Source: an optimization exercise on an open RTL-to-GDS flow (aim: small area). Production flows keep margins and buffers that such runs may drop.
In this exercise RTL edits were held to simulation tests only and were not proved equivalent to the original.

File: design/flow/design.v
module freq_detector(
    input             clk               ,
    input             rst_n             ,
    input             pulse_in          ,  
    output reg [31:0] freq                 
);
localparam CLK_FREQ = 20000000;   
localparam CLK_300MHz = 300000; 
reg [31:0] freq_reg;  
reg  pulse_in_d1, pulse_in_d2;
wire rising_edge;
always @(posedge clk or negedge rst_n) begin
     if (!rst_n) begin
         pulse_in_d1 <= 1'b0;
         pulse_in_d2 <= 1'b0;
     end 
     else begin
         pulse_in_d1 <= pulse_in;
         pulse_in_d2 <= pulse_in_d1;
     end
 end
assign rising_edge = (pulse_in_d1 && !pulse_in_d2);  
reg [31:0]PULSE_ticks;      
always @(posedge clk or negedge rst_n) begin
    if (!rst_n) begin
        PULSE_ticks <= 0;
        freq_reg <= 0;
    end
    else begin
    PULSE_ticks <= PULSE_ticks + 1;  
        if(rising_edge)begin   
            PULSE_ticks <= 1;  
            freq_reg <= CLK_FREQ / PULSE_ticks;  
        end
    end
end
always @(posedge clk or negedge rst_n) begin
    if(!rst_n)begin
        freq <= 0;
    end
    else if(freq_reg <= CLK_300MHz)begin
        freq <= freq_reg;
    end
end
endmodule
module top_freq_test (
    input wire         clk        ,  
    input wire         rst_n      ,  
    input wire         pulse_sig_1,  
    input wire         pulse_sig_2,  
    input wire         pulse_sig_3,  
    input wire         pulse_sig_4,  
    output wire [19:0] freq_out_1 ,  
    output wire [19:0] freq_out_2 ,  
    output wire [19:0] freq_out_3 ,  
    output wire [19:0] freq_out_4    
);
localparam CLK_FREQ = 20_000_000;   
reg   [19:0] freq;
wire  [31:0] freq_full_1, freq_full_2, freq_full_3, freq_full_4;
assign freq_out_1 = freq_full_1[19:0];
assign freq_out_2 = freq_full_2[19:0];
assign freq_out_3 = freq_full_3[19:0];
assign freq_out_4 = freq_full_4[19:0];
    freq_detector u_freq_detector_0(
        .clk      (clk          ),
        .rst_n    (rst_n        ),
        .pulse_in (pulse_sig_1  ),
        .freq     (freq_full_1  )
    );
    freq_detector u_freq_detector_1(
        .clk      (clk          ),
        .rst_n    (rst_n        ),
        .pulse_in (pulse_sig_2  ),
        .freq     (freq_full_2  )
    );
    freq_detector u_freq_detector_2(
        .clk      (clk          ),
        .rst_n    (rst_n        ),
        .pulse_in (pulse_sig_3 ),
        .freq     (freq_full_3  )
    );
    freq_detector u_freq_detector_3(
        .clk      (clk          ),
        .rst_n    (rst_n        ),
        .pulse_in (pulse_sig_4  ),
        .freq     (freq_full_4  )
    );
endmodule
File: design/flow/run.sh
#!/bin/bash
# synth_recipe.tcl (not shown) runs the flow's synth.tcl, then flattens the netlist and writes it again
# the make line also repeats each setting of config.mk as NAME=value (left out here)
make -C /OpenROAD-flow-scripts/flow DESIGN_CONFIG=/design/flow/config.mk WORK_HOME=/design/flow/orfs CLKGATE_MAP_FILE= SYNTH_SCRIPT=/design/flow/synth_recipe.tcl finish
File: design/flow/config.mk
export PLATFORM = sky130hd
export DESIGN_NAME = top_freq_test
export DESIGN_NICKNAME = top_freq_test
export VERILOG_FILES = /design/flow/design.v
export SDC_FILE = /design/flow/constraint.sdc
export NUM_CORES = 4
export LEC_CHECK = 0
export CAP_MARGIN = 20
export CORE_MARGIN = 2
export CORE_UTILIZATION = 40
export SLEW_MARGIN = 20
File: design/flow/constraint.sdc
create_clock -name core_clock -period 100.0 [get_ports {clk}]
set_input_delay 20.0000 -clock core_clock [delete_from_list [all_inputs] [get_ports {clk}]]
set_output_delay 20.0000 -clock core_clock [all_outputs]
set_load 0.01 [all_outputs]
==> summary.md, run 1 <==
| Metric | Value |
|---|---|
| # nets final | 21,900 |
| Worst Max-Slew Pin Slew | roughly 1.2 ns |
| Crit path max fanout | 40 |
| Critical Path AT | a little under 90 ns |
| DRT iter0 DRCs | approximately 14,000 |
| Clk_skew | 0.0811 ns |
| Postcts setup bufs | 0 |
| Pin count of the biggest net entering global routing | between 100 and 150 |
| Initial Util | 0.402 |
| Post-CTS Hold Buffers | 0 |
| Top_reg_cell synth | dfrtp_1 |
| Crit. End Element | flop |
| Num CTS Buffers | between 50 and 60 |
| Worst slew margin | 0.162 |
| Core box area | 343,000 sq um |
| Die area | 349,000 sq um |
| Crit path largest cell delay | roughly 0.86 ns |
| Overflow after GRT | 0 |
| Die height | just under 600 um |
| CP required | 100.57 ns |
| DP HPWL | ~430 mm |
| DRC errors left | 0 |
| Later-pin clock latency in the skew report | roughly 0.8 ns |
| Synth top area share | 0.182 |
| Synthesis Warnings | 1 |
| Setup TNS | 0 ns |
| Status | finished clean |
| H-tree Lvls | 2 |
| Maximum clock rate | roughly 12 MHz |
| Syn avg cell area | 6.89 sq um |
| Reg2reg path depth | around 290 |
| Crit Path Category | reg -> reg |
| Area leader, netlist | ha_1 |
| CP most frequent cell | ha_1 |
| Hold Vio Cnt, Final | 0 |
| Post-synth EDFFs | 0 |
| Detail Route Antenna Nets | 0 |
| Cell area after layout | roughly 150,000 sq um |
| Setup crit start kind | flop |
| Yosys cell types | roughly 100 |
| Number of global-route vias before repair | around 140k |
| Routed wire length | roughly 560 mm |
| Final GP Congestion | 1.02 |
| Number of I/O pins | 86 |
| Vias | roughly 150k |
| Synthesized cell area | roughly 140,000 sq um |
| Worst path slowest cell | o21ai_1 |
| CTS resizes | 0 |
| #FFs+latches synth | 344 |
| # setup viols final | 0 |
| Via density | around 6.3 |
| Root Buffer | clkbuf_16 |
| Cells after synthesis | roughly 20,000 |
| Crit path time final | between 80 and 90 ns |
| Placed cell area | approximately 140,000 sq um |
| Asr flop ratio synth | 1.00 |
| HP Class | reg -> reg |
| Pre-antenna DRT Iters | 9 |
| Clk sink count | 344 |
| Global-route wire length before repair | around 840 mm |
| Worst-path clk slew | 0.07 ns |
| Hold depth | 0 |
| Clock Path Buffers | 3 |
| CTS tree | yes |
| FP Rows | about 220 |
| Total track usage | 0.303 |
| Pins Over Slew Limit | 0 |
| DR WL/cell | 22.7 um |
| Register area share after synthesis | 0.0625 |
| RSZ-0062 raised after global routing | false |
| Buffers on Ports | between 80 and 90 |
| Largest cells by area after synthesis | ha_1, xnor2_1, dfrtp_1 |
| Die width | roughly 590 um |
| Area Growth Syn to Fin | 6.57% |
| Initial antenna violation count | 13 |
| Share of cells above drive strength 1 | 0.0619 |
| Tcrit/Tclk final | 0.866 |
| # Max-Cap Violations | 0 |
==> final timing paths <==
kind	from	end	slack, ns
worst min register to register	u_freq_detector_2.pulse_in_d1	u_freq_detector_2.pulse_in_d2	0.42
worst min-delay path	u_freq_detector_2.pulse_in_d1	u_freq_detector_2.pulse_in_d2	0.42
worst max-delay path	u_freq_detector_2.PULSE_ticks[20]	u_freq_detector_2.freq_reg[0]	13.36
min in group asynchronous	rst_n	u_freq_detector_0.freq_reg[16]	19.25
max in group asynchronous	rst_n	u_freq_detector_2.freq_reg[6]	78.65
worst max register to register	u_freq_detector_2.PULSE_ticks[20]	u_freq_detector_2.freq_reg[0]	13.36
==> stage by stage <==
step / hold slack (ns) / instances / setup slack (ns) / util
after detailed placement: 0.399 / 24300 / 14.93 / 0.423
after CTS: 0.424 / 24400 / 14.60 / 0.428
after floorplan: 0.368 / 20000 / 27.49 / -
after global placement: 0.401 / 24300 / 13.64 / 0.423
final: 0.420 / 24400 / 13.36 / 0.428
after global routing: 0.440 / 24400 / 8.43 / 0.428
==> synthesized netlist by cell type, types with 106 or more instances <==
master and n:
nor4_1 106, and2_1 160, o211ai_1 238, nor3_1 552, mux2_2 353, xnor2_1 1030, or3_1 211, nand3_1 554
o21a_1 535, inv_1 741, or2_2 151, nand2b_1 314, a21o_1 735, dfrtp_1 344, nor2b_1 271, nand2_1 2089
and3_1 192, o21bai_1 160, o21ai_0 1368, o31ai_1 206, a211oi_1 232, ha_1 2000, nand4_1 168, clkbuf_1 529
nor2_1 2235, a31oi_1 344, mux2i_1 136, a21oi_1 1704, xor2_1 523
==> kinds of logic (layout without fill, tap and decap cells) <==
| group | count (synthesis) | after routing | synth area share |
|---|---|---|---|
| flip-flops | 344 | 344 | 0.0625 |
| adder cells (fa/ha/maj) | 2000 | 2000 | 0.182 |
| multiplexers | 491 | 491 | 0.0390 |
| buffers and inverters | 1372 | 1267 | 0.0376 |
| AO/OA/AOI/OAI | 6960 | 6960 | 0.335 |
| XOR/XNOR | 1553 | 1553 | 0.0988 |
| other | 0 | 2 | 0 |
| AND/OR/NAND/NOR | 7273 | 7273 | 0.246 |
==> per-layer routing <==
| metal | GRT usage | wire, um |
|---|---|---|
| met1 | 0.413 | 246000 |
| met2 | 0.479 | 239000 |
| met3 | 0.0366 | 45100 |
| met4 | 0.126 | 26200 |
| met5 | 0 | 49 |
==> placed cells by master (no fill, tap or decap), types with 535 or more instances in the layout <==
| master | instances |
|---|---|
| nor2_1 | 2229 |
| inv_1 | 724 |
| a21o_1 | 735 |
| xnor2_1 | 1030 |
| o21a_1 | 535 |
| ha_1 | 2000 |
| a21oi_1 | 1693 |
| o21ai_0 | 1359 |
| nor3_1 | 549 |
| nand3_1 | 554 |
| nand2_1 | 2089 |
==> area by class of cell <==
| type | instances | area (sq um) |
|---|---|---|
| repair buffers | 423 | 3410 |
| inverters | 744 | 2790 |
| fillers | 36000 | 196000 |
| clock inverters | 33 | 442 |
| clock buffers | 67 | 1470 |
| multi-input cells | 18300 | 124000 |
| diodes | 2 | 5.00 |
| well taps | 4557 | 5700 |
| flip-flops and latches | 344 | 8620 |
==> critical path: cells and delay by family (launching register included) <==
kind                     cells  cell delay, ns
adder cells (fa/ha/maj)     31           10.06
flip-flops                   1            0.54
multiplexers                 6            2.33
buffers and inverters       16            4.48
AND/OR/NAND/NOR             81           21.69
AO/OA/AOI/OAI              152           47.01
XOR/XNOR                     1            0.14
==> run 2: changes to the inputs <==
==> design/flow/design.v (replaced) <==
module freq_detector(
    input             clk,
    input             rst_n,
    input             pulse_in,
    output reg [18:0] freq
);
reg d1, d2, d3;
reg [24:0] S;       
reg [24:0] R;       
reg [14:0] Y;       
wire edge_c = d1 & ~d2;         
wire edge_d = d2 & ~d3;         
wire enext  = pulse_in & ~d1;   
wire win    = enext | edge_c | edge_d;
wire phase0 = ~(edge_c | edge_d);
wire big   = |S[24:13];
wire valid = big | (S[12:0] >= 13'd67);
wire sat   = &S;
wire [12:0] w0 = R[12:0];
wire [13:0] x1 = {w0, phase0};
wire [14:0] s1 = {1'b0, x1} - {2'b00, S[12:0]};
wire        q1 = ~s1[14];
wire [12:0] w1 = q1 ? s1[12:0] : x1[12:0];
wire [13:0] x2 = {w1, phase0};
wire [14:0] s2 = {1'b0, x2} - {2'b00, S[12:0]};
wire        q2 = ~s2[14];
wire [12:0] w2 = q2 ? s2[12:0] : x2[12:0];
wire [13:0] x3 = {w2, 1'b0};
wire [14:0] s3 = {1'b0, x3} - {2'b00, S[12:0]};
wire        q3 = ~s3[14];
wire [12:0] w3 = q3 ? s3[12:0] : x3[12:0];
wire [13:0] x4 = {w3, phase0};
wire [14:0] s4 = {1'b0, x4} - {2'b00, S[12:0]};
wire        q4 = ~s4[14];
wire [12:0] w4 = q4 ? s4[12:0] : x4[12:0];
wire [3:0]  qb = {q1, q2, q3, q4};
wire [24:0] S1 = S + 25'd1;
wire [25:0] t  = {1'b0, R} - {14'b0, Y[11:0]};
wire [24:0] t2 = t[24:0] + S1;
always @(posedge clk or negedge rst_n) begin
    if (!rst_n) begin
        d1   <= 1'b0;
        d2   <= 1'b0;
        d3   <= 1'b0;
        S    <= 25'd1;
        freq <= 19'd0;
    end else begin
        d1 <= pulse_in;
        d2 <= d1;
        d3 <= d2;
        if (edge_d)
            S <= enext ? 25'd1 : 25'd3;
        else if (!(edge_c | enext | sat))
            S <= S1;
        if (edge_d & valid)
            freq <= big ? {7'd0, Y[11:0]} : {Y, qb};
    end
end
always @(posedge clk) begin
    if (win) begin
        R[12:0] <= w4;
        if (!big)
            Y <= {Y[10:0], qb};
    end else if (S == 25'd66) begin
        Y <= 15'd72;              
        R <= 25'd58;              
    end else if (S == 25'd8191) begin
        Y <= 15'd2441;            
        R <= 25'd3328;            
    end else if (t[25]) begin
        Y[11:0] <= Y[11:0] - 12'd1;
        R <= t2;
    end else begin
        R <= t[24:0];
    end
end
endmodule
module top_freq_test (
    input wire         clk        ,
    input wire         rst_n      ,
    input wire         pulse_sig_1,
    input wire         pulse_sig_2,
    input wire         pulse_sig_3,
    input wire         pulse_sig_4,
    output wire [19:0] freq_out_1 ,
    output wire [19:0] freq_out_2 ,
    output wire [19:0] freq_out_3 ,
    output wire [19:0] freq_out_4
);
wire [18:0] f1, f2, f3, f4;
assign freq_out_1 = {1'b0, f1};
assign freq_out_2 = {1'b0, f2};
assign freq_out_3 = {1'b0, f3};
assign freq_out_4 = {1'b0, f4};
freq_detector u_freq_detector_0(.clk(clk), .rst_n(rst_n), .pulse_in(pulse_sig_1), .freq(f1));
freq_detector u_freq_detector_1(.clk(clk), .rst_n(rst_n), .pulse_in(pulse_sig_2), .freq(f2));
freq_detector u_freq_detector_2(.clk(clk), .rst_n(rst_n), .pulse_in(pulse_sig_3), .freq(f3));
freq_detector u_freq_detector_3(.clk(clk), .rst_n(rst_n), .pulse_in(pulse_sig_4), .freq(f4));
endmodule
==> run 2 against run 1 <==
Count of clock-buffer cells in the layout decreased by 7; worst setup slack improved by 64 ns; critical endpoint is now u_freq_detector_1.Y[9]; clock skew decreased by 0.045 ns; register-to-register slack improved by 74 ns; die area decreased by 74%; hold slack got worse by 0.026 ns; final cell count decreased by 77%; global-route usage decreased by 8.9 points; sequential cell count increased by 4; critical path type is now in -> reg; highest routed layer is now met4.
==> summary.md, run 2 <==
| Metric | Value |
|---|---|
| Met3 Use GR | 0.0231 (-0.0135) |
| Placed cells | 5,504 (-77%) |
| Clk sink count | 348 (+1.2%) |
| Fin cells | 5,584 (-77%) |
| Later-pin clock latency in the skew report | 0.61 ns (-0.18 ns) |
| Post-synth top cells | nand2_1, nor2_1, ha_1, a21oi_1, xnor2_1 |
| Synthesis Warnings | 1 (unchanged) |
| Reg2reg setup slack | 87.58 ns (+74.22 ns) |
| Tcrit/Tclk final | 0.226 (-0.640) |
| Die height | 304 um (-49%) |
| Share of cells above drive strength 1 | 0.0620 (+0.000108) |
| Post-Synth Simple-Gate Area | 0.192 (-0.0542) |
| Yosys cell types | 104 (+0.97%) |
| Largest cells by area after synthesis | dfrtp_1, ha_1, edfxtp_1 |
| Most frequent cells in the layout | nor2_1, nand2_1, ha_1 |
| Setup TNS | 0 ns (unchanged) |
| Final GP Congestion | 0.890 (-13%) |
| Worst-path clk slew | 0.06 ns (about the same) |
| Detail Route Antenna Nets | 0 (unchanged) |
| RSZ-0062 raised after global routing | false |
| H-tree Lvls | 2 (unchanged) |
| DP HPWL | 79.4 mm (-82%) |
| Crit path time final | 22.63 ns (-64.01 ns) |
| Ant diodes | 0 (-2) |
| # Max-Cap Violations | 0 (unchanged) |
| Via density | 5.73 (-9.2%) |
| Pre-antenna DRT Iters | 5 (-4) |
| DR WL/cell | 18.1 um (-21%) |
| Register area share after synthesis | 0.250 (+0.188) |
| Crit-path cells | clkdlybuf4s50_1, nand2b_1, nand2_1, clkinv_1, buf_4, o21ai_1, nor2_1, a22oi_1, buf_4 |
| GRT met2 Usage | 0.344 (-0.136) |
| Post-CTS Hold Buffers | 0 (unchanged) |
| Worst path slowest cell | a22oi_1 |
| Crit path largest cell delay | 0.57 ns (-0.29 ns) |
| Synth top area share | 0.128 (-0.0536) |
| Post-synth EDFFs | 108 (+108) |
| Clk_skew | 0.0365 ns (-0.0446 ns) |
| Hold Vio Cnt, Final | 0 (unchanged) |
| Source of the critical timing path | pulse_sig_2 |
| Maximum clock rate | 44.2 MHz (+280%) |
| Syn avg cell area | 8.26 sq um (+20%) |
| Pin count of the biggest net entering global routing | 71 (-39%) |
| Critical Path AT | 22.93 ns (-64.28 ns) |
| Clock Path Buffers | 3 (unchanged) |
| Core box area | 88,800 sq um (-74%) |
| Most Crowded Layer GR | met2 |
| Overflow after GRT | 0 (unchanged) |
| Stages on worst setup path | 9 (-97%) |
| Top_reg_cell synth | dfrtp_1 |
| Total track usage | 0.213 (-0.0894) |
| FP Rows | 109 (-49%) |
| Adder-cell share of the synthesized area | 0.136 (-0.0458) |
| Post-synthesis compound-gate area fraction | 0.221 (-0.113) |
| Postcts setup bufs | 0 (unchanged) |
| Initial Util | 0.405 (+0.00308) |
| Initial antenna violation count | 0 (-13) |
| CP most frequent cell | buf_4 |
| R2r startpoint | u_freq_detector_3.d3 |
| Multiplexer share of the synthesized area | 0.0537 (+0.0147) |
| Synthesized cell area | 36,000 sq um (-74%) |
| Worst Max-Slew Pin Slew | 1.01 ns (-0.239 ns) |
| CP bufs+invs | 4 (-12) |
| Worst slew margin | 0.325 (+0.163) |
| Num CTS Buffers | 43 (-20%) |
| Crit Path Category | in -> reg |
| Global-route wire length before repair | 164 mm (-81%) |
| Setup crit start kind | primary input |
| GR Util met1 | 0.309 (-0.104) |
| Vias | 32,000 (-79%) |
| Area Growth Syn to Fin | 9.60% |
| Root Buffer | clkbuf_16 |
| Xor/xnor share of the synthesized area | 0.111 (+0.0121) |
| Die width | 304 um (-49%) |
| Number of global-route vias before repair | 30,400 (-79%) |
| DRC errors left | 0 (unchanged) |
| DRT iter0 DRCs | 2,496 (-83%) |
| Status | finished clean |
| #FFs+latches synth | 348 (+1.2%) |
| Die area | 92,300 sq um (-74%) |
| Worst reg2reg path endpoint | u_freq_detector_3.Y[0] |
| Worst Setup Slack, final | 77.37 ns (+64.01 ns) |
| Critical Path Sink | u_freq_detector_1.Y[9] |
| Crit. End Element | flop |
| Main combinational cell family by area after synthesis | compound AO/OA/AOI/OAI gates |
| Number of I/O pins | 86 (unchanged) |
| Reg2reg path depth | 38 (-87%) |
| Most common cell after layout, fill and taps aside | nor2_1 |
| Cells after synthesis | 4,350 (-78%) |
| DP Worst Slack | 76.45 ns (+61.51 ns) |
| Area leader, netlist | dfrtp_1 |
| Asr flop ratio synth | 0.540 (-0.460) |
| # nets final | 4,766 (-78%) |
| Buffers on Ports | 81 (-4.7%) |
| Routed wire length | 101 mm (-82%) |
| Cell family with most CP delay | buffers and inverters |
| CTS tree | yes |
| CTS resizes | 0 (unchanged) |
| Pins Over Slew Limit | 0 (unchanged) |
| # setup viols final | 0 (unchanged) |
| HP Class | reg -> reg |
| CP required | 100.30 ns (-0.27 ns) |
| Crit path max fanout | 38 (-5.0%) |
## run 2: cell count changes after synthesis, moves of 537 or more
| cell | previous run | this run |
|---|---|---|
| a21oi_1 | 1704 | 326 |
| xnor2_1 | 1030 | 302 |
| ha_1 | 2000 | 352 |
| nand2_1 | 2089 | 378 |
| o21ai_0 | 1368 | 286 |
| inv_1 | 741 | 204 |
| nor2_1 | 2235 | 378 |
| a21o_1 | 735 | 98 |
## run 2: layout make-up
class                           count  area [sq um]
Tap cell                         1165          1460
Sequential cell                   348          8990
Inverter                          207           777
Timing Repair Buffer              113          1060
Fill cell                        8811         49400
Clock inverter                     20           164
Clock buffer                       60          1250
Multi-Input combinational cell   3671         25700
## run 2: per-stage QoR
step	cell area [sq um]	hold slack [ns]	utilization
finish	39400	0.394	0.444
global route	39400	0.411	0.444
CTS	39400	0.394	0.444
detailed placement	38000	0.379	0.428
global placement	38000	0.380	0.427
floorplan	36000	0.367	-
## run 2: worst min-delay path by stage
stage / startpoint / to / slack, ns / cells past startpoint
after floorplan: u_freq_detector_0.d1 / u_freq_detector_0.d2 / 0.37 / 0
after global placement: u_freq_detector_1.d1 / u_freq_detector_1.d2 / 0.38 / 0
after detailed placement: u_freq_detector_0.d1 / u_freq_detector_0.d2 / 0.38 / 0
after CTS: u_freq_detector_1.d1 / u_freq_detector_1.d2 / 0.39 / 0
after global routing: u_freq_detector_1.d1 / u_freq_detector_1.d2 / 0.41 / 0
final: u_freq_detector_1.d1 / u_freq_detector_1.d2 / 0.39 / 0
## run 2: cells by family after synthesis
kind of cell,count (synthesis)
muxes,180
DFF,348
xor gates and xnor gates,455
other,1
buffers and inverters,334
AOI/OAI and AO/OA,1226
adders and majority gates,376
and+or+nand+nor,1430
## run 2: layer usage
metal / vias to the layer above / wire length, um / part of all wire
met1: 15100 / 49100 / 0.49
li1: 16000 / - / -
met5: - / 0 / 0
met3: 106 / 4810 / 0.048
met2: 742 / 45300 / 0.45
met4: 0 / 1750 / 0.017
==> run 3: changes to the inputs <==
==> design/flow/design.v (replaced) <==
module rca #(parameter N = 8) (
    input  [N-1:0] a,
    input  [N-1:0] b,
    input          ci,
    output [N-1:0] s,
    output         co
);
wire [N:0] c;
assign c[0] = ci;
genvar i;
generate
    for (i = 0; i < N; i = i + 1) begin : g
        assign s[i]   = a[i] ^ b[i] ^ c[i];
        assign c[i+1] = (a[i] & b[i]) | (a[i] & c[i]) | (b[i] & c[i]);
    end
endgenerate
assign co = c[N];
endmodule
module divrow (
    input  [12:0] w,
    input         a,
    input  [12:0] nd,      
    output [12:0] wo,
    output        q
);
wire [12:0] diff;
wire        c13;
rca #(13) u_sub(.a({w[11:0], a}), .b(nd), .ci(1'b1), .s(diff), .co(c13));
assign q  = w[12] | c13;
assign wo = q ? diff : {w[11:0], a};
endmodule
module freq_detector(
    input             clk,
    input             rst_n,
    input             pulse_in,
    output reg [18:0] freq
);
reg d1, d2, d3;
reg [24:0] S;       
reg [24:0] R;       
reg [11:0] Z;       
wire edge_c = d1 & ~d2;         
wire edge_d = d2 & ~d3;         
wire enext  = pulse_in & ~d1;   
wire win    = enext | edge_c | edge_d;
wire phase0 = ~(edge_c | edge_d);
wire big   = |S[24:13];
wire valid = big | (|S[12:7]) | (S[6:0] >= 7'd67);
wire [24:0] S1;
wire        sat;
rca #(25) u_inc(.a(S), .b(25'd0), .ci(1'b1), .s(S1), .co(sat));
wire [12:0] nS = ~S[12:0];
wire [12:0] w1, w2, w3, w4;
wire        q1, q2, q3, q4;
divrow u_r1(.w(R[12:0]), .a(phase0), .nd(nS), .wo(w1), .q(q1));
divrow u_r2(.w(w1),      .a(phase0), .nd(nS), .wo(w2), .q(q2));
divrow u_r3(.w(w2),      .a(1'b0),   .nd(nS), .wo(w3), .q(q3));
divrow u_r4(.w(w3),      .a(phase0), .nd(nS), .wo(w4), .q(q4));
wire [3:0] qb = {q1, q2, q3, q4};
wire [11:0] tl, t2l;
wire        tc, t2c;
rca #(12) u_t (.a(R[11:0]), .b(Z), .ci(1'b1), .s(tl), .co(tc));
wire        wrap = ~tc & ~|R[24:12];
rca #(12) u_t2(.a(S1[11:0]), .b(tl), .ci(1'b0), .s(t2l), .co(t2c));
wire [12:0] uh = wrap ? S1[24:12] : R[24:12];
wire        ub = wrap ? ~t2c : ~tc;
wire [12:0] th;
wire        thc;
rca #(13) u_th(.a(uh), .b(13'h1fff), .ci(~ub), .s(th), .co(thc));
wire [11:0] Zp1;
wire        zc;
rca #(12) u_zinc(.a(Z), .b(12'd0), .ci(1'b1), .s(Zp1), .co(zc));
always @(posedge clk or negedge rst_n) begin
    if (!rst_n) begin
        d1   <= 1'b0;
        d2   <= 1'b0;
        d3   <= 1'b0;
        S    <= 25'd1;
        freq <= 19'd0;
    end else begin
        d1 <= pulse_in;
        d2 <= d1;
        d3 <= d2;
        if (edge_d)
            S <= enext ? 25'd1 : 25'd3;
        else if (!(edge_c | enext | sat))
            S <= S1;
        if (edge_d & valid)
            freq <= big ? {7'd0, ~Z} : {~Z[6:0], R[20:13], qb};
    end
end
always @(posedge clk) begin
    if (win) begin
        R[12:0]  <= w4;
        R[20:13] <= {R[16:13], qb};
    end else if (S == 25'd66) begin
        Z <= ~12'd72;             
        R <= 25'd58;              
    end else if (S == 25'd8191) begin
        Z <= ~12'd2441;           
        R <= 25'd3328;            
    end else begin
        if (wrap)
            Z <= Zp1;
        R <= {th, wrap ? t2l : tl};
    end
end
endmodule
module top_freq_test (
    input wire         clk        ,
    input wire         rst_n      ,
    input wire         pulse_sig_1,
    input wire         pulse_sig_2,
    input wire         pulse_sig_3,
    input wire         pulse_sig_4,
    output wire [19:0] freq_out_1 ,
    output wire [19:0] freq_out_2 ,
    output wire [19:0] freq_out_3 ,
    output wire [19:0] freq_out_4
);
wire [18:0] f1, f2, f3, f4;
assign freq_out_1 = {1'b0, f1};
assign freq_out_2 = {1'b0, f2};
assign freq_out_3 = {1'b0, f3};
assign freq_out_4 = {1'b0, f4};
freq_detector u_freq_detector_0(.clk(clk), .rst_n(rst_n), .pulse_in(pulse_sig_1), .freq(f1));
freq_detector u_freq_detector_1(.clk(clk), .rst_n(rst_n), .pulse_in(pulse_sig_2), .freq(f2));
freq_detector u_freq_detector_2(.clk(clk), .rst_n(rst_n), .pulse_in(pulse_sig_3), .freq(f3));
freq_detector u_freq_detector_3(.clk(clk), .rst_n(rst_n), .pulse_in(pulse_sig_4), .freq(f4));
endmodule
==> run 3 against run 2 <==
Still clean on timing, DRC and antenna; final area decreased by 26%; global-route usage fell by 0.40 points; routed wire length is 33% lower; first-iteration DRC count down 47%; worst setup slack got worse by 2.0 ns; die area decreased by 28%; critical path type is now reg -> reg; critical endpoint is now u_freq_detector_0.R[11]; largest cell class unchanged; highest routed layer unchanged.
==> summary.md, run 3 <==
| Metric | Value |
|---|---|
| Num CTS Buffers | 43 (unchanged) |
| CTS resizes | 0 (unchanged) |
| Post-CTS Hold Buffers | 0 (unchanged) |
| Worst path slowest cell | o21a_1 |
| #FFs+latches synth | 336 (-3.4%) |
| H-tree Lvls | 2 (unchanged) |
| Crit path max fanout | 20 (-47%) |
| Global-route wire length before repair | 112 mm (-32%) |
| Core box area | 64,200 sq um (-28%) |
| Worst slew margin | 0.302 (-0.0230) |
| DRC errors left | 0 (unchanged) |
| Cell area after layout | 29,300 sq um (-26%) |
| Cell family with most CP delay | adder cells |
| Maximum clock rate | 40.6 MHz (-8.1%) |
| Reg2reg path depth | 72 (+89%) |
| Final GP Congestion | 0.931 (+4.6%) |
| Hold Startpoint | u_freq_detector_0.d1 |
| Number of global-route vias before repair | 20,300 (-33%) |
| CP most frequent cell | fa_1 |
| Die width | 258 um (-15%) |
| Crit path largest cell delay | 0.61 ns (+0.04 ns) |
| CTS tree | yes |
| Syn avg cell area | 10.2 sq um (+24%) |
| Routed wire length | 68.0 mm (-33%) |
| Initial antenna violation count | 0 (unchanged) |
| Placed cells | 3,383 (-39%) |
| Worst Max-Slew Pin Slew | 1.04 ns (+0.0335 ns) |
| Die height | 258 um (-15%) |
| Area leader, netlist | fa_1 |
| Area Growth Syn to Fin | 13.0% |
| WHS Endpoint | u_freq_detector_0.d2 |
| Pins Over Slew Limit | 0 (unchanged) |
| Hold Vio Cnt, Final | 0 (unchanged) |
| Most frequent cells in the layout | nand2_1, fa_1, inv_1 |
| R2r startpoint | u_freq_detector_0.d2 |
| Die area | 66,800 sq um (-28%) |
| Postcts setup bufs | 0 (unchanged) |
| Share of cells above drive strength 1 | 0.0667 (+0.00471) |
| Buffers on Ports | 81 (unchanged) |
| Worst-path clk slew | 0.06 ns (about the same) |
| Pre-antenna DRT Iters | 5 (unchanged) |
| Post-synth top cells | nand2_1, fa_1, inv_1, ha_1, dfrtp_1 |
| Post-synth EDFFs | 64 (-41%) |
| Pin count of the biggest net entering global routing | 67 (-5.6%) |
| Crit Path Category | reg -> reg |
| Synthesized cell area | 25,900 sq um (-28%) |
| Fin cells | 3,463 (-38%) |
| Register area share after synthesis | 0.321 (+0.0708) |
| Most common cell after layout, fill and taps aside | nand2_1 |
| Hold depth | 0 (unchanged) |
| Yosys cell types | 75 (-28%) |
| Reg2reg setup slack | 75.39 ns (-12.19 ns) |
| Asr flop ratio synth | 0.560 (+0.0193) |
| RSZ-0062 raised after global routing | false |
| # nets final | 3,067 (-36%) |
| Root Buffer | clkbuf_16 |
| Ant diodes | 0 (unchanged) |
| Fillcell total | 6,022 (-32%) |
| Placed cell area | 27,600 sq um (-27%) |
| Clk_skew | 0.0200 ns (-0.0165 ns) |
| Crit. End Element | flop |
| Vias | 19,200 (-40%) |
| Later-pin clock latency in the skew report | 0.58 ns (-0.03 ns) |
| Largest cells by area after synthesis | fa_1, dfrtp_1, ha_1 |
| Most used standard cell by instance count after synthesis | nand2_1 |
| CP bufs+invs | 7 (+3) |
| DRT iter0 DRCs | 1,331 (-47%) |
| Top_reg_cell synth | dfrtp_1 |
| Setup TNS | 0 ns (unchanged) |
| Detail Route Antenna Nets | 0 (unchanged) |
| Worst reg2reg path endpoint | u_freq_detector_0.R[11] |
| Status | finished clean |
| Crit path time final | 24.61 ns (+1.98 ns) |
| # setup viols final | 0 (unchanged) |
| FP Rows | 93 (-15%) |
| CP required | 100.46 ns (+0.16 ns) |
| Initial Util | 0.403 (-0.00172) |
| # Max-Cap Violations | 0 (unchanged) |
| DP HPWL | 52.3 mm (-34%) |
| HP Class | reg -> reg |
| Synthesis Warnings | 1 (unchanged) |
| Synth top area share | 0.213 (+0.0853) |
| Cells after synthesis | 2,529 (-42%) |
| Critical Path AT | 25.07 ns (+2.14 ns) |
| Via density | 5.56 (-3.0%) |
| Setup crit start kind | flop |
| Clk sink count | 336 (-3.4%) |
| Overflow after GRT | 0 (unchanged) |
| Number of I/O pins | 86 (unchanged) |
| Total track usage | 0.209 (-0.00405) |
| Hold Slack | 0.410 ns (+0.0155 ns) |
| Clock Path Buffers | 3 (unchanged) |
| Tcrit/Tclk final | 0.246 (+0.0198) |
| DR WL/cell | 19.6 um (+8.7%) |
## run 3: cell types whose count changed after synthesis, sizes merged, moves of 144 or more
cell / delta
a21oi: -204
xor2: -148
xnor2: -295
o21ai: -144
fa: +252
nor2: -288
## run 3: cell type report
type / instances / area [sq um] / area share
clock inverters: 19 / 345 / 0.0118
inverters: 266 / 998 / 0.0341
well taps: 855 / 1070 / 0.0366
clock buffers: 61 / 1270 / 0.0433
multi-input cells: 1810 / 16200 / 0.553
repair buffers: 116 / 1080 / 0.0370
flip-flops and latches: 336 / 8310 / 0.284
## run 3: logic make-up after synthesis
group                      synth area share
buffers and inverters                0.0575
muxes                                0.0335
AOI/OAI and AO/OA                     0.153
and+or+nand+nor                       0.116
adders and majority gates             0.316
xor gates and xnor gates            0.00406
DFF                                   0.321
other                              0.000145
## run 3: routing by layer
metal	GRT usage	vias up	routed length (um)
met5	0	-	0
met3	0.0343	134	3760
met1	0.287	9610	30400
li1	-	8973	-
met4	0.0660	0	1910
met2	0.340	523	31900
## run 3: metrics by stage
step,worst slack [ns],util
after floorplan,76.57,-
after global placement,75.79,0.430
after global routing,73.99,0.455
final,75.39,0.455
after detailed placement,75.34,0.430
after CTS,75.28,0.455
## run 3: worst max path at each step
| stage | startpoint | end | slack, ns | depth (start not counted) |
|---|---|---|---|---|
| 2_1_floorplan | u_freq_detector_0.d2 | u_freq_detector_0.R[10] | 76.57 | 77 |
| 3_3_place_gp | u_freq_detector_1.d3 | u_freq_detector_1.R[9] | 75.79 | 71 |
| 3_5_place_dp | u_freq_detector_0.d2 | u_freq_detector_0.R[10] | 75.34 | 72 |
| 4_1_cts | u_freq_detector_0.d2 | u_freq_detector_0.R[11] | 75.28 | 72 |
| 5_1_grt | u_freq_detector_0.d2 | u_freq_detector_0.R[11] | 73.99 | 72 |
| 6_report | u_freq_detector_0.d2 | u_freq_detector_0.R[11] | 75.39 | 72 |
==> run 4: changes to the inputs <==
--- a/design/flow/design.v
+++ b/design/flow/design.v
@@ -45,10 +45,13 @@
 wire win    = enext | edge_c | edge_d;
 wire phase0 = ~(edge_c | edge_d);
 wire big   = |S[24:13];
-wire valid = big | (|S[12:7]) | (S[6:0] >= 7'd67);
+wire mid   = |S[12:7];
+wire valid = big | mid | (S[6:0] >= 7'd67);
+wire sat   = &S;
+wire        inc = ~(edge_c | enext | sat);
 wire [24:0] S1;
-wire        sat;
-rca #(25) u_inc(.a(S), .b(25'd0), .ci(1'b1), .s(S1), .co(sat));
+wire        s1c;
+rca #(25) u_inc(.a(S), .b(25'd0), .ci(inc), .s(S1), .co(s1c));
 wire [12:0] nS = ~S[12:0];
 wire [12:0] w1, w2, w3, w4;
 wire        q1, q2, q3, q4;
@@ -61,15 +64,16 @@
 wire        tc, t2c;
 rca #(12) u_t (.a(R[11:0]), .b(Z), .ci(1'b1), .s(tl), .co(tc));
 wire        wrap = ~tc & ~|R[24:12];
-rca #(12) u_t2(.a(S1[11:0]), .b(tl), .ci(1'b0), .s(t2l), .co(t2c));
-wire [12:0] uh = wrap ? S1[24:12] : R[24:12];
-wire        ub = wrap ? ~t2c : ~tc;
+rca #(12) u_t2(.a(tl), .b(S1[11:0] & {12{wrap}}), .ci(1'b0), .s(t2l), .co(t2c));
+wire [12:0] uh = R[24:12] | (S1[24:12] & {13{wrap}});
 wire [12:0] th;
 wire        thc;
-rca #(13) u_th(.a(uh), .b(13'h1fff), .ci(~ub), .s(th), .co(thc));
-wire [11:0] Zp1;
+rca #(13) u_th(.a(uh), .b(13'h1fff), .ci(tc | t2c), .s(th), .co(thc));
+wire [11:0] Zn;
 wire        zc;
-rca #(12) u_zinc(.a(Z), .b(12'd0), .ci(1'b1), .s(Zp1), .co(zc));
+rca #(12) u_zinc(.a(Z), .b(12'd0), .ci(wrap & ~win), .s(Zn), .co(zc));
+wire init_small = ~win & ~big & ~mid & (S[6:0] == 7'd65);
+wire init_big   = ~win & ~big & (&S[12:0]);
 always @(posedge clk or negedge rst_n) begin
     if (!rst_n) begin
         d1   <= 1'b0;
@@ -81,28 +85,26 @@
         d1 <= pulse_in;
         d2 <= d1;
         d3 <= d2;
-        if (edge_d)
-            S <= enext ? 25'd1 : 25'd3;
-        else if (!(edge_c | enext | sat))
-            S <= S1;
+        S  <= edge_d ? {23'd0, ~enext, 1'b1} : S1;
         if (edge_d & valid)
             freq <= big ? {7'd0, ~Z} : {~Z[6:0], R[20:13], qb};
     end
 end
 always @(posedge clk) begin
-    if (win) begin
-        R[12:0]  <= w4;
-        R[20:13] <= {R[16:13], qb};
-    end else if (S == 25'd66) begin
-        Z <= ~12'd72;             
-        R <= 25'd58;              
-    end else if (S == 25'd8191) begin
+    if (init_small) begin
+        Z <= ~12'd73;             
+        R <= 25'd64;              
+    end else if (init_big) begin
         Z <= ~12'd2441;           
         R <= 25'd3328;            
     end else begin
-        if (wrap)
-            Z <= Zp1;
-        R <= {th, wrap ? t2l : tl};
+        Z <= Zn;
+        if (win) begin
+            R[12:0]  <= w4;
+            R[20:13] <= {R[16:13], qb};
+        end else begin
+            R <= {th, t2l};
+        end
     end
 end
 endmodule
--- a/design/flow/config.mk
+++ b/design/flow/config.mk
@@ -8,4 +8,5 @@
 export CAP_MARGIN = 20
 export CORE_MARGIN = 2
 export CORE_UTILIZATION = 40
+export CTS_BUF_LIST = sky130_fd_sc_hd__clkbuf_4 sky130_fd_sc_hd__clkbuf_8
 export SLEW_MARGIN = 20
==> run 4 against run 3 <==
Still clean on timing, DRC and antenna; via count shrank 10%; final cell count shrank 5.7%; first-iteration DRC count shrank 23%; sequential share of layout area shrank 0.47 points; die area shrank 5.6%; final area shrank 6.1%; critical endpoint is now u_freq_detector_3.R[24]; highest routed layer unchanged.
==> summary.md, run 4 <==
| Metric | Value |
|---|---|
| Hold Startpoint | u_freq_detector_2.d1 |
| Crit path time final | 28.08 ns (+3.47 ns) |
| Worst slew margin | 0.264 (-0.0386) |
| Die area | 63,100 sq um (-5.6%) |
| Hold Vio Cnt, Final | 0 (unchanged) |
| Hold depth | 0 (unchanged) |
| Initial Util | 0.405 (+0.00150) |
| Die width | 251 um (-2.8%) |
| Clock Path Buffers | 3 (unchanged) |
| HP Class | reg -> reg |
| Core box area | 60,400 sq um (-6.0%) |
| Synthesis Warnings | 1 (unchanged) |
| # nets final | 2,920 (-4.8%) |
| Setup crit start kind | primary input |
| WHS Endpoint | u_freq_detector_2.d2 |
| Crit. End Element | flop |
| Largest cells by area after synthesis | fa_1, dfrtp_1, dfxtp_1 |
| R2r startpoint | u_freq_detector_3.d3 |
| Die height | 251 um (-2.8%) |
| Maximum clock rate | 35.6 MHz (-12%) |
| Ant diodes | 0 (unchanged) |
| Most used standard cell by instance count after synthesis | fa_1 |
| Global-route wire length before repair | 101 mm (-10%) |
| Initial antenna violation count | 0 (unchanged) |
| CP required | 100.51 ns (+0.05 ns) |
| Critical Path AT | 28.59 ns (+3.52 ns) |
| DRT iter0 DRCs | 1,028 (-23%) |
| H-tree Lvls | 2 (unchanged) |
| Number of global-route vias before repair | 18,600 (-8.6%) |
| DP HPWL | 46.0 mm (-12%) |
| Buffers on Ports | 81 (unchanged) |
| Yosys cell types | 59 (-21%) |
| Later-pin clock latency in the skew report | 0.66 ns (+0.08 ns) |
| Setup TNS | 0 ns (unchanged) |
| Total track usage | 0.198 (-0.0109) |
| Post-synth EDFFs | 0 (-100%) |
| Reg2reg path depth | 73 (+1.4%) |
| Share of cells above drive strength 1 | 0.0987 (+0.0320) |
| Root Buffer | clkbuf_8 |
| Top_reg_cell synth | dfrtp_1 |
| Clk_skew | 0.0397 ns (+0.0197 ns) |
| Worst-path clk slew | 0.06 ns (about the same) |
| Synthesized cell area | 24,400 sq um (-5.7%) |
| Area Growth Syn to Fin | 12.4% |
| Pins Over Slew Limit | 0 (unchanged) |
| #FFs+latches synth | 336 (unchanged) |
| DRC errors left | 0 (unchanged) |
| Via density | 5.31 (-4.5%) |
| # setup viols final | 0 (unchanged) |
| CTS resizes | 0 (unchanged) |
| RSZ-0062 raised after global routing | false |
| Synth top area share | 0.226 (+0.0129) |
| Post-synth top cells | fa_1, inv_1, ha_1, nand2_1, dfrtp_1 |
| Detail Route Antenna Nets | 0 (unchanged) |
| Tcrit/Tclk final | 0.281 (+0.0347) |
| Register area share after synthesis | 0.314 (-0.00689) |
| Worst path slowest cell | clkdlybuf4s50_1 |
| DR WL/cell | 18.5 um (-5.6%) |
| Crit path max fanout | 4 (-80%) |
| Pin count of the biggest net entering global routing | 96 (+43%) |
| Multi-input logic area | 15,600 sq um (-3.8%) |
| FP Rows | 90 (-3.2%) |
| Crit Path Category | in -> reg |
| Cells after synthesis | 2,364 (-6.5%) |
| Routed wire length | 60.5 mm (-11%) |
| Worst reg2reg path endpoint | u_freq_detector_3.R[0] |
| Status | finished clean |
| Crit path largest cell delay | 0.48 ns (-0.13 ns) |
| Storage cell area | 7670 sq um (-7.7%) |
| Reg2reg setup slack | 74.11 ns (-1.28 ns) |
| Syn avg cell area | 10.3 sq um (+0.90%) |
| # Max-Cap Violations | 0 (unchanged) |
| Clk sink count | 336 (unchanged) |
| Worst Max-Slew Pin Slew | 1.10 ns (+0.0618 ns) |
| Final GP Congestion | 0.884 (-5.1%) |
| Asr flop ratio synth | 0.560 (unchanged) |
| Overflow after GRT | 0 (unchanged) |
| Most common cell after layout, fill and taps aside | fa_1 |
| Area leader, netlist | fa_1 |
| Post-CTS Hold Buffers | 0 (unchanged) |
| Pre-antenna DRT Iters | 7 (+2) |
| Vias | 17,300 (-10%) |
| Num CTS Buffers | 61 (+42%) |
| Fillcell total | 5,666 (-5.9%) |
| CP most frequent cell | ha_1 |
| DP Worst Slack | 71.22 ns (-4.12 ns) |
| Postcts setup bufs | 0 (unchanged) |
| CTS tree | yes |
| Number of I/O pins | 86 (unchanged) |
| Most frequent cells in the layout | fa_1, inv_1, ha_1 |
| Worst Setup Slack, final | 71.92 ns (-3.47 ns) |
run 4: final cells by class:
cell class	instances	share of cell area
clock buffer	103	0.0446
clock inverter	12	0.00624
inverter	213	0.0291
multi-input combinational	1707	0.567
sequential	336	0.279
tap	782	0.0356
timing repair buffer	111	0.0379
run 4: logic make-up (layout without fill, tap and decap cells):
kind of cell,Yosys count,count (layout),share of synthesized area
compound gates,408,408,0.106
xor+xnor,12,12,0.00430
fa+ha+maj,484,484,0.333
buf+inv,324,439,0.0521
flops,336,336,0.314
mux,133,133,0.0571
other cells,1,4,0.000154
simple gates,666,666,0.134
run 4: per-stage QoR:
stage / utilization / area (sq um) / hold slack, ns / instances
4_1_cts: 0.455 / 27500 / 0.397 / 3264
6_report: 0.455 / 27500 / 0.390 / 3264
2_1_floorplan: - / 24400 / 0.367 / 2367
5_1_grt: 0.455 / 27500 / 0.410 / 3264
3_5_place_dp: 0.432 / 26100 / 0.386 / 3149
3_3_place_gp: 0.432 / 26100 / 0.389 / 3149
run 4: how the worst max path moves through the flow:
stage	start	slack (ns)	cells after the start	to
2_1_floorplan	pulse_sig_4	72.35	35	u_freq_detector_3.R[24]
3_3_place_gp	pulse_sig_4	71.39	36	u_freq_detector_3.R[24]
3_5_place_dp	pulse_sig_4	71.22	36	u_freq_detector_3.R[24]
4_1_cts	pulse_sig_4	71.95	36	u_freq_detector_3.R[24]
5_1_grt	pulse_sig_4	71.55	36	u_freq_detector_3.R[24]
6_report	pulse_sig_4	71.92	36	u_freq_detector_3.R[24]
run 4: per-layer routing:
layer,wire length (um),track usage,up-vias,share of wire
li1,-,-,8184,-
met1,27300,0.272,8592,0.45
met2,29000,0.330,455,0.48
met3,2910,0.0296,88,0.048
met4,1230,0.0498,0,0.020
met5,0,0,-,0
run 4: worst max-delay path: cells and delay by family:
family                   cells  cell delay, ns
multiplexers                 1            0.06
adder cells (fa/ha/maj)     25            6.96
AND/OR/NAND/NOR              5            0.66
AO/OA/AOI/OAI                2            0.27
buffers and inverters        3            0.63
==> run 5: changes to the inputs <==
--- a/design/flow/config.mk
+++ b/design/flow/config.mk
@@ -8,5 +8,4 @@
 export CAP_MARGIN = 20
 export CORE_MARGIN = 2
 export CORE_UTILIZATION = 40
-export CTS_BUF_LIST = sky130_fd_sc_hd__clkbuf_4 sky130_fd_sc_hd__clkbuf_8
 export SLEW_MARGIN = 20
==> run 5 against run 4 <==
Critical endpoint unchanged; utilization is essentially flat; critical path depth is the same; global-route usage is essentially flat; largest cell class unchanged; synthesized area is the same; critical path type unchanged; synthesized cell count is the same; via count shrank 1.2%; final cell count shrank 1.3%; highest routed layer unchanged; non-clock buffer count is the same.
==> summary.md, run 5 <==
| Metric | Value |
|---|---|
| Status | finished clean |
| Via density | 5.31 (about the same) |
| Area Growth Syn to Fin | 12.4% (about the same) |
| Synthesized cell area | 24,400 sq um (unchanged) |
| Synthesis Warnings | 1 (unchanged) |
| Register area share after synthesis | 0.314 (unchanged) |
| Pins Over Slew Limit | 0 (unchanged) |
| Postcts setup bufs | 0 (unchanged) |
| H-tree Lvls | 2 (unchanged) |
| Die width | 251 um (unchanged) |
| Clk sink count | 336 (unchanged) |
| Multiplexer share of the synthesized area | 0.0571 (unchanged) |
| Top_reg_cell synth | dfrtp_1 |
| DRT iter0 DRCs | 920 (-11%) |
| Worst-path clk slew | 0.06 ns (about the same) |
| # setup viols final | 0 (unchanged) |
| # Max-Cap Violations | 0 (unchanged) |
| Crit path largest cell delay | 0.47 ns (about the same) |
| Post-synthesis compound-gate area fraction | 0.106 (unchanged) |
| Total track usage | 0.198 (-0.000334) |
| DR WL/cell | 18.6 um (+0.53%) |
| CTS tree | yes |
| Asr flop ratio synth | 0.560 (unchanged) |
| Pin count of the biggest net entering global routing | 96 (unchanged) |
| Adder-cell share of the synthesized area | 0.333 (unchanged) |
| Ant diodes | 0 (unchanged) |
| Critical Path AT | 28.59 ns (about the same) |
| Xor/xnor share of the synthesized area | 0.00430 (unchanged) |
| Most used standard cell by instance count after synthesis | fa_1 |
| Maximum clock rate | 35.5 MHz (-0.33%) |
| Global-route wire length before repair | 100 mm (-0.51%) |
| Syn avg cell area | 10.3 sq um (unchanged) |
| Worst path slowest cell | clkdlybuf4s50_1 |
| Synth top area share | 0.226 (unchanged) |
| Initial antenna violation count | 0 (unchanged) |
| FP Rows | 90 (unchanged) |
| Clk_skew | 0.0265 ns (-0.0132 ns) |
| Area leader, netlist | fa_1 |
| Clock Path Buffers | 3 (unchanged) |
| HP Class | reg -> reg |
| Tcrit/Tclk final | 0.282 (+0.000932) |
| CP bufs+invs | 3 (unchanged) |
| Buffers on Ports | 81 (unchanged) |
| CP required | 100.42 ns (-0.09 ns) |
| Number of global-route vias before repair | 18,400 (-0.86%) |
| Post-Synth Simple-Gate Area | 0.134 (unchanged) |
| Setup crit start kind | primary input |
| Initial Util | 0.405 (unchanged) |
| Most common cell after layout, fill and taps aside | fa_1 |
| Number of I/O pins | 86 (unchanged) |
| Detail Route Antenna Nets | 0 (unchanged) |
| Setup TNS | 0 ns (unchanged) |
| Post-synth top cells | fa_1, inv_1, ha_1, nand2_1, dfrtp_1 |
| Vias | 17,100 (-1.2%) |
| Root Buffer | clkbuf_16 |
| Cells after synthesis | 2,364 (unchanged) |
| Final GP Congestion | 0.884 (unchanged) |
| Worst slew margin | 0.291 (+0.0278) |
| Hold Vio Cnt, Final | 0 (unchanged) |
| Pre-antenna DRT Iters | 5 (-2) |
| # nets final | 2,899 (-0.72%) |
| Overflow after GRT | 0 (unchanged) |
| Routed wire length | 60.0 mm (-0.73%) |
| Crit path max fanout | 4 (unchanged) |
| Largest cells by area after synthesis | fa_1, dfrtp_1, dfxtp_1 |
| Later-pin clock latency in the skew report | 0.56 ns (-0.10 ns) |
| #FFs+latches synth | 336 (unchanged) |
| Main combinational cell family by area after synthesis | adder cells |
| Most frequent cells in the layout | fa_1, inv_1, ha_1 |
| CP most frequent cell | ha_1 |
| DP HPWL | 46.0 mm (unchanged) |
| Fin cells | 3,223 (-1.3%) |
| Worst Max-Slew Pin Slew | 1.06 ns (-0.0417 ns) |
| Die area | 63,100 sq um (unchanged) |
| Post-synth EDFFs | 0 (unchanged) |
| DRC errors left | 0 (unchanged) |
| Crit. End Element | flop |
| Num CTS Buffers | 40 (-34%) |
| Die height | 251 um (unchanged) |
| Cell family with most CP delay | adder cells |
| Crit Path Category | in -> reg |
| Crit path time final | 28.17 ns (+0.0932 ns) |
| Core box area | 60,400 sq um (unchanged) |
| Yosys cell types | 59 (unchanged) |
| CTS resizes | 0 (unchanged) |
| RSZ-0062 raised after global routing | false |
| Share of cells above drive strength 1 | 0.0774 (-0.0213) |
| Post-CTS Hold Buffers | 0 (unchanged) |
| Placed cells | 3,149 (unchanged) |
[run 5: cells by family (layout without fill, tap and decap cells)]
family	Yosys count	in the layout
mux	133	133
xor+xnor	12	12
compound gates	408	408
buf+inv	324	398
flops	336	336
simple gates	666	666
fa+ha+maj	484	484
other cells	1	4
[run 5: cell type report]
type                            count  area [sq um]
Tap cell                          782           978
Sequential cell                   336          7670
Inverter                          213           800
Fill cell                        5639         32900
Clock buffer                       64          1200
Timing Repair Buffer              111          1040
Multi-Input combinational cell   1707         15600
Clock inverter                     10           189
[run 5: worst register-to-register path, delay by kind of cell (launching register included)]
family	cells	cell delay [ns]
adder cells (fa/ha/maj)	48	19.92
multiplexers	3	0.92
buffers and inverters	9	0.97
AND/OR/NAND/NOR	6	1.58
AO/OA/AOI/OAI	7	2.13
flip-flops	1	0.38
[run 5: stage by stage]
| step | instance area, sq um | setup WS, ns | util | hold WS [ns] |
|---|---|---|---|---|
| floorplan | 24400 | 72.35 | - | 0.367 |
| global placement | 26100 | 71.39 | 0.432 | 0.389 |
| detailed placement | 26100 | 71.22 | 0.432 | 0.386 |
| CTS | 27500 | 71.83 | 0.455 | 0.397 |
| global route | 27500 | 71.45 | 0.455 | 0.409 |
| finish | 27500 | 71.83 | 0.455 | 0.395 |
[run 5: final timing paths]
kind                                      start                         end  slack, ns  cells past startpoint
setup reg to reg           u_freq_detector_3.d3      u_freq_detector_3.R[0]      74.03                     73
max in group asynchronous                 rst_n   u_freq_detector_3.freq[6]      78.53                      3
hold reg to reg            u_freq_detector_3.d1        u_freq_detector_3.d2       0.40                      0
setup / recovery                    pulse_sig_4     u_freq_detector_3.R[24]      71.83                     36
hold / removal             u_freq_detector_3.d1        u_freq_detector_3.d2       0.40                      0
min in group asynchronous                 rst_n  u_freq_detector_2.freq[14]      19.50                      1
[run 5: routing by layer]
metal | up-vias | global-route usage | part of all wire
met5 | - | 0 | 0
met3 | 103 | 0.0283 | 0.042
met4 | 0 | 0.0548 | 0.025
met1 | 8513 | 0.273 | 0.46
li1 | 8115 | - | -
met2 | 379 | 0.327 | 0.48
==> run 6: changes to the inputs <==
==> design/flow/flow/run.sh (new file) <==
#!/bin/bash
# Standard ORFS layout (the standard.sh, unchanged synthesis) with two
# changes: ports are buffered with the small sky130 buf_1 instead of the
# default pick, and clock tree synthesis uses small clock buffers and no
# dummy loads.
set -euo pipefail
export BUFFER_PORTS_ARGS="-buffer_cell sky130_fd_sc_hd__buf_1"
export CTS_ARGS="-sink_clustering_enable -repair_clock_nets -dont_use_dummy_load -buf_list sky130_fd_sc_hd__clkbuf_4 sky130_fd_sc_hd__clkbuf_8"
bash standard.sh > standard.log 2>&1
==> design/flow/standard.sh (new file) <==
#!/bin/bash
# synth_recipe.tcl (not shown) runs the flow's synth.tcl, then flattens the netlist and writes it again
# the make line also repeats each setting of config.mk as NAME=value (left out here)
make -C /OpenROAD-flow-scripts/flow DESIGN_CONFIG=/design/flow/config.mk WORK_HOME=/design/flow/orfs CLKGATE_MAP_FILE= SYNTH_SCRIPT=/design/flow/synth_recipe.tcl "${@:-finish}"
removed: design/flow/run.sh
==> run 6 against run 5 <==
The flow now stops in 4_1_cts; synthesized cell count unchanged; synthesized area unchanged.
==> summary.md, run 6 <==
| Metric | Value |
|---|---|
| Yosys cell types | 59 (unchanged) |
| Most used standard cell by instance count after synthesis | fa_1 |
| Post-synth EDFFs | 0 (unchanged) |
| Area leader, netlist | fa_1 |
| Placed cells | 3,151 (+0.064%) |
| Last stage | 4_1_cts |
| Post-synth top cells | fa_1, inv_1, ha_1, nand2_1, dfrtp_1 |
| Die width | 251 um (unchanged) |
| Synth top area share | 0.226 (unchanged) |
| DP Worst Slack | 71.70 ns (+0.482 ns) |
| FP Rows | 90 (unchanged) |
| Synthesis Warnings | 1 (unchanged) |
| Die height | 251 um (unchanged) |
| Top_reg_cell synth | dfrtp_1 |
| Number of I/O pins | 86 (unchanged) |
| Cells after synthesis | 2,364 (unchanged) |
| #FFs+latches synth | 336 (unchanged) |
| Buffers on Ports | 81 (unchanged) |
| Asr flop ratio synth | 0.560 (unchanged) |
| Synthesized cell area | 24,400 sq um (unchanged) |
| Register area share after synthesis | 0.314 (unchanged) |
| Final GP Congestion | 0.888 (+0.46%) |
| Syn avg cell area | 10.3 sq um (unchanged) |
| Status | stopped before the end |
| Largest cells by area after synthesis | fa_1, dfrtp_1, dfxtp_1 |
| Tool error | [ERROR STA-0564] clock_tree_synthesis positional arguments not supported. |
| Initial Util | 0.405 (unchanged) |
| DP HPWL | 46.1 mm (+0.22%) |
[run 6: cell counts after synthesis]
Identical to the previous run, type by type.
[run 6: how the worst max path moves through the flow]
stage / from / to / slack (ns) / depth (start not counted)
detailed placement: pulse_sig_4 / u_freq_detector_3.R[24] / 71.70 / 36
global placement: pulse_sig_4 / u_freq_detector_3.R[24] / 71.81 / 36
floorplan: pulse_sig_4 / u_freq_detector_3.R[24] / 72.35 / 35
[run 6: through the flow]
stage           util  hold WS [ns]  instance area (sq um)
2_1_floorplan      -         0.367                  24400
3_5_place_dp   0.424         0.384                  25600
3_3_place_gp   0.424         0.387                  25600
[run 6: cells by family after synthesis]
kind of cell	after synthesis	synth area share
compound gates	408	0.106
buf+inv	324	0.0521
fa+ha+maj	484	0.333
other cells	1	0.000154
simple gates	666	0.134
xor+xnor	12	0.00430
flops	336	0.314
mux	133	0.0571
==> run 7: changes to the inputs <==
--- a/design/flow/flow/run.sh
+++ b/design/flow/flow/run.sh
@@ -5,5 +5,5 @@
 # dummy loads.
 set -euo pipefail
 export BUFFER_PORTS_ARGS="-buffer_cell sky130_fd_sc_hd__buf_1"
-export CTS_ARGS="-sink_clustering_enable -repair_clock_nets -dont_use_dummy_load -buf_list sky130_fd_sc_hd__clkbuf_4 sky130_fd_sc_hd__clkbuf_8"
+export CTS_ARGS="-sink_clustering_enable -repair_clock_nets -dont_use_dummy_load -buf_list {sky130_fd_sc_hd__clkbuf_4 sky130_fd_sc_hd__clkbuf_8}"
 bash standard.sh > standard.log 2>&1
==> run 7 against run 6 <==
Now clean on timing, DRC and antenna; synthesized cell count unchanged; synthesized area is the same.
==> summary.md, run 7 <==
| Metric | Value |
|---|---|
| Die height | 251 um (unchanged) |
| Clk sink count | ~340 |
| Met2 wire length | ~29 mm |
| Hold Slack | a little under 0.4 ns |
| Cells after synthesis | 2,364 (unchanged) |
| DP HPWL | 46.1 mm (unchanged) |
| Pin count of the biggest net entering global routing | 67 |
| Reg2reg setup slack | roughly 74 ns |
| Worst path slowest cell | fa_1 |
| Most used standard cell by instance count after synthesis | fa_1 |
| Clock Path Buffers | 3 |
| Area leader, netlist | fa_1 |
| Metal-1 WL | between 20 and 30 mm |
| Share of cells above drive strength 1 | 0.0798 |
| Area Growth Syn to Fin | 8.13% |
| Number of global-route vias before repair | roughly 19,000 |
| Later-pin clock latency in the skew report | roughly 0.64 ns |
| Overflow after GRT | 0 |
| Setup TNS | 0 ns |
| Crit Path Category | in -> reg |
| Crit. End Element | flop |
| Top_reg_cell synth | dfrtp_1 |
| Uppermost layer routed | met4 |
| Via density | 5.41 |
| H-tree Lvls | 2 |
| Placed cells | 3,151 (unchanged) |
| # Max-Cap Violations | 0 |
| Hold depth | 0 |
| Largest cells by area after synthesis | fa_1, dfrtp_1, dfxtp_1 |
| Synth top area share | 0.226 (unchanged) |
| Asr flop ratio synth | 0.560 (unchanged) |
| DRC errors left | 0 |
| Reg2reg path depth | between 70 and 80 |
| Worst reg2reg path endpoint | u_freq_detector_1.R[0] |
| CTS resizes | 0 |
| Final GP Congestion | 0.888 (unchanged) |
| Hold Vio Cnt, Final | 0 |
| Yosys cell types | 59 (unchanged) |
| Crit path time final | ~28 ns |
| Crit path largest cell delay | 0.43 ns |
| Num CTS Buffers | slightly above 60 |
| Pins Over Slew Limit | 0 |
| DRT iter0 DRCs | ~1,100 |
| # setup viols final | 0 |
| Most frequent cells in the layout | fa_1, inv_1, ha_1 |
| Number of I/O pins | 86 (unchanged) |
| CP most frequent cell | ha_1 |
| Postcts setup bufs | 0 |
| Core box area | 60,400 sq um |
| Status | finished clean |
| R2r startpoint | u_freq_detector_1.d3 |
| Met3 WL | approximately 3.0 mm |
| Detail Route Antenna Nets | 0 |
| FP Rows | 90 (unchanged) |
| Post-synth EDFFs | 0 (unchanged) |
| Post-CTS Hold Buffers | 0 |
| HP Class | reg -> reg |
| Placed cell area | 25,600 sq um (unchanged) |
| Worst slew margin | 0.324 |
| Initial antenna violation count | 0 |
| RSZ-0062 raised after global routing | false |
| #FFs+latches synth | 336 (unchanged) |
| Critical Path AT | between 20 and 30 ns |
| Worst-path clk slew | 0.05 ns |
| DR WL/cell | approximately 19 um |
| Root Buffer | clkbuf_8 |
| Fin cells | between 3,000 and 4,000 |
| Fin util | 0.438 |
| Clk_skew | 0.0312 ns |
| Register area share after synthesis | 0.314 (unchanged) |
| Cell area after layout | around 26,000 sq um |
| Pre-antenna DRT Iters | 5 |
| Synthesized cell area | 24,400 sq um (unchanged) |
| Most common cell after layout, fill and taps aside | fa_1 |
| Vias | around 17,000 |
| CP required | 100.49 ns |
| Crit path max fanout | 4 |
| Worst Max-Slew Pin Slew | roughly 1.0 ns |
| Die width | 251 um (unchanged) |
| Tcrit/Tclk final | 0.276 |
| Die area | between 60,000 and 70,000 sq um |
| Total track usage | 0.197 |
| Maximum clock rate | around 36 MHz |
| Initial Util | 0.405 (unchanged) |
| CTS tree | yes |
| # nets final | a little under 3,000 |
| Buffers on Ports | 81 (unchanged) |
| Syn avg cell area | 10.3 sq um (unchanged) |
| Setup crit start kind | primary input |
| Fillcell total | ~5,800 |
| Global-route wire length before repair | 99.8 mm |
| Ant diodes | 0 |
| Synthesis Warnings | 1 (unchanged) |
| Hold Startpoint | u_freq_detector_2.d1 |
| WHS Endpoint | u_freq_detector_2.d2 |
| Routed wire length | around 60 mm |
| Post-synth top cells | fa_1, inv_1, ha_1, nand2_1, dfrtp_1 |
## run 7: cell counts after synthesis
Identical to the previous run, type by type.
## run 7: worst max-delay path by stage
stage | startpoint | end | depth (start not counted)
2_1_floorplan | pulse_sig_4 | u_freq_detector_3.R[24] | 35
3_3_place_gp | pulse_sig_4 | u_freq_detector_3.R[24] | 36
3_5_place_dp | pulse_sig_4 | u_freq_detector_3.R[24] | 36
4_1_cts | pulse_sig_4 | u_freq_detector_3.R[24] | 36
5_1_grt | pulse_sig_4 | u_freq_detector_3.R[24] | 36
6_report | pulse_sig_4 | u_freq_detector_3.R[24] | 36
## run 7: worst max-delay path, delay by kind of cell
family	cells	cell delay, ns
muxes	1	0.06
AOI/OAI and AO/OA	2	0.26
buffers and inverters	3	0.21
and+or+nand+nor	5	0.65
adders and majority gates	25	6.93
## run 7: per-layer routing
layer,global-route usage,up-vias
met5,0,-
met4,0.0571,0
met3,0.0321,116
met2,0.328,439
met1,0.265,8697
li1,-,8114
## run 7: cell families after synthesis
| logic type | Yosys count | share of synthesized area |
|---|---|---|
| flops | 336 | 0.314 |
| fa+ha+maj | 484 | 0.333 |
| simple gates | 666 | 0.134 |
| buf+inv | 324 | 0.0521 |
| xor+xnor | 12 | 0.00430 |
| other cells | 1 | 0.000154 |
| mux | 133 | 0.0571 |
| compound gates | 408 | 0.106 |
## run 7: per-stage QoR
step	setup slack, ns
floorplan	72.35
global placement	71.81
detailed placement	71.70
CTS	72.40
global route	72.07
finish	72.37
## run 7: cell type report
| type | instances | area [sq um] | share of cell area |
|---|---|---|---|
| Inverter | 213 | 800 | 0.0303 |
| Multi-Input combinational cell | 1707 | 15600 | 0.590 |
| Tap cell | 782 | 978 | 0.0370 |
| Timing Repair Buffer | 113 | 548 | 0.0207 |
| Sequential cell | 336 | 7670 | 0.290 |
| Clock buffer | 61 | 840 | 0.0318 |

-- separate check: timing with driven ports --
No port has a modelled driver above. Below, the same layouts with a new extraction and two added sets of constraints. Step 1 sets driving cells, clkbuf_16 on the clock port and buf_2 on the other inputs (assumed; they add their load-dependent delay and slew). Step 2 moves the port delays by t, midway between the first and last clock arrival at a register: inputs arrive t later, outputs are due t later. That takes back most of the time a late clock gives input paths. Three values: no drivers, after step 1, after step 2; two values: the first two.
run	t, ns	setup WS [ns]	latest minus earliest clock arrival (ns)	pins driven straight from the clock port
run 1	0.853	13.360 / 13.360 / 13.360	0.082 / 0.081	1
run 2	0.658	77.372 / 77.411 / 76.753	0.043 / 0.044	1
run 3	0.625	75.390 / 75.390 / 75.390	0.025 / 0.025	1
run 4	0.692	71.921 / 71.948 / 71.256	0.040 / 0.040	1
run 5	0.604	71.828 / 71.856 / 71.252	0.029 / 0.030	1
run 7	0.673	72.371 / 72.398 / 71.725	0.032 / 0.032	1
After both steps every run listed still meets setup and hold. The setup slack of run 4, which loses most, moves by +0.027 ns with the drivers and by -0.665 ns with both steps.
